Background: an optimization exercise with open tools, aiming at small area and a short achievable clock period. Do not read the settings as production practice.
Only simulation tests tie the RTL to the original design; equivalence was not proved.

== v30 ==
Design synthesis_direct_FIR, start of the top module:
module synthesis_direct_FIR(out, inp, clk, rstn);
    localparam X_SIZE = 16;    
    localparam Y_SIZE = 26;    
    output [Y_SIZE-1:0] out;
    input [X_SIZE-1:0] inp;
    input clk, rstn;
    direct_FIR DIR_FIR(.out(out), .inp(inp), .clk(clk), .rstn(rstn));
endmodule
For scale: ~1,100 cells after synthesis, roughly 220 flip-flops, ~44 I/O pins, about 16,000 um2 of cells after synthesis.
clock: 11.5 ns
lec_check: 0
cap_margin: 20
core_margin: 2
core_utilization: 40
cts_buf_list: sky130_fd_sc_hd__clkbuf_4 sky130_fd_sc_hd__clkbuf_8
cts_cluster_diameter: 60
cts_cluster_size: 30
slew_margin: 20
synth_hierarchical: 1
synth_minimum_keep_size: 0
standard.sh (not shown) runs the stock make flow with config.mk's settings and CLKGATE_MAP_FILE= SYNTH_SCRIPT=/design/flow/synth_recipe.tcl, a recipe that flattens the netlist after the stock synthesis.
==> flow/flow/run.sh <==
#!/bin/bash
# Own layout flow: the standard ORFS flow, with the port buffers built
# from regular buffers instead of delay buffers, and setup repair asked to
# leave a margin (SETUP_MARGIN ns) so that it also works on paths that
# already meet the design's clock period.
set -euo pipefail
cd "$(dirname "$0")/.."
export BUFFER_PORTS_ARGS="-buffer_cell sky130_fd_sc_hd__buf_4"
export SETUP_SLACK_MARGIN=${SETUP_MARGIN:-0}
bash standard.sh > standard_make.log 2>&1
diff inputs: v30 => v23
-- flow/flow/run.sh --
<<< v30, line 9
export SETUP_SLACK_MARGIN=${SETUP_MARGIN:-0}
>>> v23, line 9
export SETUP_SLACK_MARGIN=${SETUP_MARGIN:-8}
--- outcome ---
v23: full flow OK, the timing, DRC and antenna checks passed
v23 — utilization after layout 1.1 points higher, v30 as reference
Going from v30 to v23, mean routed wirelength per cell shrinks by 0.32 um.
Going from v30 to v23, the post-CTS repair timing setup buffer count was found to have gone up by 3.
v23 ended up with DIR_FIR.x2[6]$_DFF_P_ as its critical path startpoint; v30 ended up with DIR_FIR.x0[8]$_SDFF_PN0_.
On total wirelength of the detailed-routed design: between v23 and v30, it ends up higher for v23.
Relative to v23, the following input files were edited for v52:
==> flow/run.sh (new file) <==
#!/bin/bash
# synth_recipe.tcl (not shown) runs the flow's synth.tcl, then flattens the netlist and writes it again
# the make line also repeats each setting of config.mk as NAME=value (left out here)
make -C /OpenROAD-flow-scripts/flow DESIGN_CONFIG=/design/flow/config.mk WORK_HOME=/design/flow/orfs CLKGATE_MAP_FILE= SYNTH_SCRIPT=/design/flow/synth_recipe.tcl finish
removed: flow/flow/run.sh
removed: flow/standard.sh
v52 falls short of v23 in final worst setup slack.
In v52 the time the final worst path needs with I/O delays and setup turned out 360 ps higher than in v23.
Re via total after detailed routing: v52 is 193 down on v23.
[v52] non-clock buffer count fell 42% relative to v23
Taking v23 as the reference, in v52 met1 usage down 0.24 points; number of clock buffer instances in the layout saw an increase; final design area excluding fillers decreased by 1.8% relative to the old numbers; maximum clock rate decreased by 27 MHz relative to the old numbers; actual transition at the worst max-transition pin increased 150 ps.
The following lists how v42 was set up differently from v52:
- removing CTS_BUF_LIST (formerly sky130_fd_sc_hd__clkbuf_4 sky130_fd_sc_hd__clkbuf_8)
- removing CTS_CLUSTER_SIZE (formerly 30)
- removing CTS_CLUSTER_DIAMETER (formerly 60)
Notes after the runs:
- Looking only at met1 usage, and setting everything else aside, the lower value of v42 and v52 goes to v42.
- Diff v52 -> v42 | via count of the first global-routing pass | up slightly
- Comparing the two runs side by side, v42 comes out behind v52 on design area.
[inputs] v29 vs v42
- an added CTS_BUF_LIST of sky130_fd_sc_hd__clkbuf_8
- an added CTS_CLUSTER_SIZE of 20
[summary]
Against v42, v29 reports a global routing usage on met3 that is higher. Final cell count in v29 is 1.3% higher than in v42. Count of clock-buffer cells in the layout (higher): v29. Via count of the first global-routing pass: lower on v42. Summary of v29 over v42: worst setup slack went down, synthesized area level.

== v4 ==
synthesis_direct_FIR, a different RTL version from the one above (not shown whole).
For scale: roughly 1,100 cells after synthesis, ~220 flip-flops.
export LEC_CHECK = 0
export CAP_MARGIN = 20
export CORE_MARGIN = 2
export CORE_UTILIZATION = 40
export CTS_BUF_LIST = sky130_fd_sc_hd__clkbuf_8
export CTS_CLUSTER_DIAMETER = 50
export CTS_CLUSTER_SIZE = 20
export SLEW_MARGIN = 20
export SYNTH_HIERARCHICAL = 1
export SYNTH_MINIMUM_KEEP_SIZE = 0
create_clock -name core_clock -period 11.5 [get_ports {clk}]
==> flow/flow/run.sh <==
#!/bin/bash
# Own layout flow: the standard ORFS flow, with the port buffers built
# from regular buffers instead of delay buffers, and setup repair asked to
# leave a margin (SETUP_MARGIN ns) so that it also works on paths that
# already meet the design's clock period.
set -euo pipefail
cd "$(dirname "$0")/.."
export BUFFER_PORTS_ARGS="-buffer_cell sky130_fd_sc_hd__buf_4"
export SETUP_SLACK_MARGIN=${SETUP_MARGIN:-8.12}
bash standard.sh > standard_make.log 2>&1
Here is what was changed in the inputs of v3 compared with v4.
Settings: a change of CTS_CLUSTER_SIZE from 20 to 40; a deleted CTS_BUF_LIST that had been sky130_fd_sc_hd__clkbuf_8; a change of CORE_UTILIZATION from 40 to 65; a change of CTS_CLUSTER_DIAMETER from 50 to 70.
Notes after the runs:
Per the comparison of v3 with v4, maximum buffer depth of the clock tree stayed essentially flat; cell area fell 650 um^2.
Measured against each other, v3 and v4 differ in number of global-route vias before repair, the lower figure coming from v3.
v3: global-route usage 11 points above v4
Fraction of standard cell area that is sequential in v3 is 0.62 points above v4.
When v3 is set beside v4, its worst stage delay on the critical path turns out to be 420 ps larger.
Lower net count reported at finish among v3 and v4: v3
Compared v3 vs v4, and final wirelength is down in v3.
What v16 does differently from v3 at the input level:
Settings: CTS_CLUSTER_DIAMETER: 70 -> 50; CTS_BUF_LIST: unset -> sky130_fd_sc_hd__clkbuf_8; CORE_UTILIZATION: 65 -> 40; CTS_CLUSTER_SIZE: 40 -> 20.
diff --git a/flow/flow/run.sh b/flow/flow/run.sh
--- a/flow/flow/run.sh
+++ b/flow/flow/run.sh
@@ -8,3 +8,3 @@
 export BUFFER_PORTS_ARGS="-buffer_cell sky130_fd_sc_hd__buf_4"
-export SETUP_SLACK_MARGIN=${SETUP_MARGIN:-8.12}
+export SETUP_SLACK_MARGIN=${SETUP_MARGIN:-8}
 bash standard.sh > standard_make.log 2>&1
- v16: no failed stages, no open violations at the end
- Against v3, v16 reports a HPWL after detailed placement that is higher.
- Detailed router's first-iteration violation count (v16 vs. v3) decreases by more than a quarter
- Of the two values seen for most congested layer reported by global routing, met1 was produced by v3 and met2 by v16.
- First-pass GRT wire length is lower on v3
- NOTE: post-route standard cell area excluding fillers in v16 exceeds that of v3
- Compared to v3, the router laid down more metal wire for v16.
Input-level comparison between v20 and v16:
Settings: changing CORE_UTILIZATION from 40 to 65; changing CTS_BUF_LIST from sky130_fd_sc_hd__clkbuf_8 to sky130_fd_sc_hd__clkbuf_16; changing CTS_CLUSTER_SIZE from 20 to 25; changing CTS_CLUSTER_DIAMETER from 50 to 80.
diff --git a/flow/flow/run.sh b/flow/flow/run.sh
--- a/flow/flow/run.sh
+++ b/flow/flow/run.sh
@@ -8,3 +8,3 @@
 export BUFFER_PORTS_ARGS="-buffer_cell sky130_fd_sc_hd__buf_4"
-export SETUP_SLACK_MARGIN=${SETUP_MARGIN:-8}
+export SETUP_SLACK_MARGIN=${SETUP_MARGIN:-8.25}
 bash standard.sh > standard_make.log 2>&1
## What came out
- The capturing instance or port of the critical path comes out DIR_FIR.out[23] in one run and DIR_FIR.q52 in the other, namely in v20 and v16 respectively.
- The lower number of placed cells counting well taps came out of v20.
- v20 — fraction of area in multi-input gates 0.90 points higher, v16 as reference
- Total number of cells along the worst setup path sits higher in v20 than in v16.
- v20: placed standard-cell area lower than v16
- met1 usage up 24 points in v20 wrt v16
--- input diff v20..v53 ---
Settings: CTS_CLUSTER_SIZE now 30, was 25; CTS_CLUSTER_DIAMETER now 60, was 80; CORE_UTILIZATION now 40, was 65; CTS_BUF_LIST no longer set, was sky130_fd_sc_hd__clkbuf_16.
diff --git a/flow/flow/run.sh b/flow/flow/run.sh
--- a/flow/flow/run.sh
+++ b/flow/flow/run.sh
@@ -8,3 +8,3 @@
 export BUFFER_PORTS_ARGS="-buffer_cell sky130_fd_sc_hd__buf_4"
-export SETUP_SLACK_MARGIN=${SETUP_MARGIN:-8.25}
+export SETUP_SLACK_MARGIN=${SETUP_MARGIN:-8}
 bash standard.sh > standard_make.log 2>&1
### Flow results
- v53 | status: complete | timing, DRC, antenna: pass
- Delta (v53 minus v20): sequential share of layout area dropped 0.99 points, maximum clock frequency shrank by about 6%, starting utilization of the core area went down 26 points.
- In the flow results for v20 and v53, the final weighted congestion of routability-driven global placement is larger on v20.
- v53 gives more count of clock-net buffers in the final layout than v20 did.
Modified inputs, v9 compared to v53
Settings: CORE_UTILIZATION: 40 -> 65; CTS_CLUSTER_DIAMETER: 60 -> 50; CTS_BUF_LIST: unset -> sky130_fd_sc_hd__clkbuf_8; CTS_CLUSTER_SIZE: 30 -> 20.
==> summary.txt <==
~same number of failing setup endpoints in the final timing report in v9 and v53
Status: achievable frequency parity (v9, v53)
Number of vias after detailed routing on v9 is behind v53.

-- what the ideal ports hide --
The results above use ideal ports. As a check the final layouts listed here were re-extracted and re-timed, cells and wires unchanged. Step 1 sets driving cells, clkbuf_16 on the clock port and buf_2 on the other inputs (assumed; they add their load-dependent delay and slew). Step 2 adds t to the input delays and takes it off the output delays; t is the mean of the earliest and latest rising clock arrival at the registers after step 1. Input paths then give back, and output paths get back, about the clock's delay inside the block. Three values: ideal, step 1, step 2; two values: the first two.
| run | shift t [ns] | slack for setup (ns) | worst hold slack (ns) | latest minus earliest clock arrival (ns) |
|---|---|---|---|---|
| v30 | 0.618 | 7.612 / 7.612 / 7.612 | 0.527 / 0.527 / 0.527 | 0.050 / 0.050 |
| v23 | 0.616 | 8.009 / 8.009 / 8.009 | 0.412 / 0.412 / 0.412 | 0.054 / 0.054 |
| v52 | 0.629 | 7.647 / 7.612 / 7.647 | 0.530 / 0.530 / 0.530 | 0.032 / 0.033 |
| v42 | 0.601 | 7.667 / 7.648 / 7.667 | 0.541 / 0.541 / 0.541 | 0.014 / 0.013 |
| v29 | 0.623 | 7.653 / 7.624 / 7.653 | 0.535 / 0.535 / 0.535 | 0.020 / 0.021 |
| v4 | 0.668 | 8.117 / 8.069 / 8.136 | 0.453 / 0.453 / 0.453 | 0.058 / 0.058 |
| v3 | 0.552 | 8.161 / 8.161 / 8.161 | 0.455 / 0.455 / 0.455 | 0.017 / 0.017 |
| v16 | 0.667 | 8.046 / 8.046 / 8.046 | 0.453 / 0.453 / 0.453 | 0.060 / 0.059 |
| v20 | 0.547 | 8.261 / 8.222 / 8.261 | 0.454 / 0.454 / 0.454 | 0.030 / 0.030 |
| v53 | 0.619 | 8.041 / 8.041 / 8.041 | 0.451 / 0.451 / 0.451 | 0.045 / 0.045 |
| v9 | 0.653 | 8.043 / 8.043 / 8.043 | 0.439 / 0.439 / 0.439 | 0.056 / 0.055 |
After both steps every run listed still meets setup and hold.
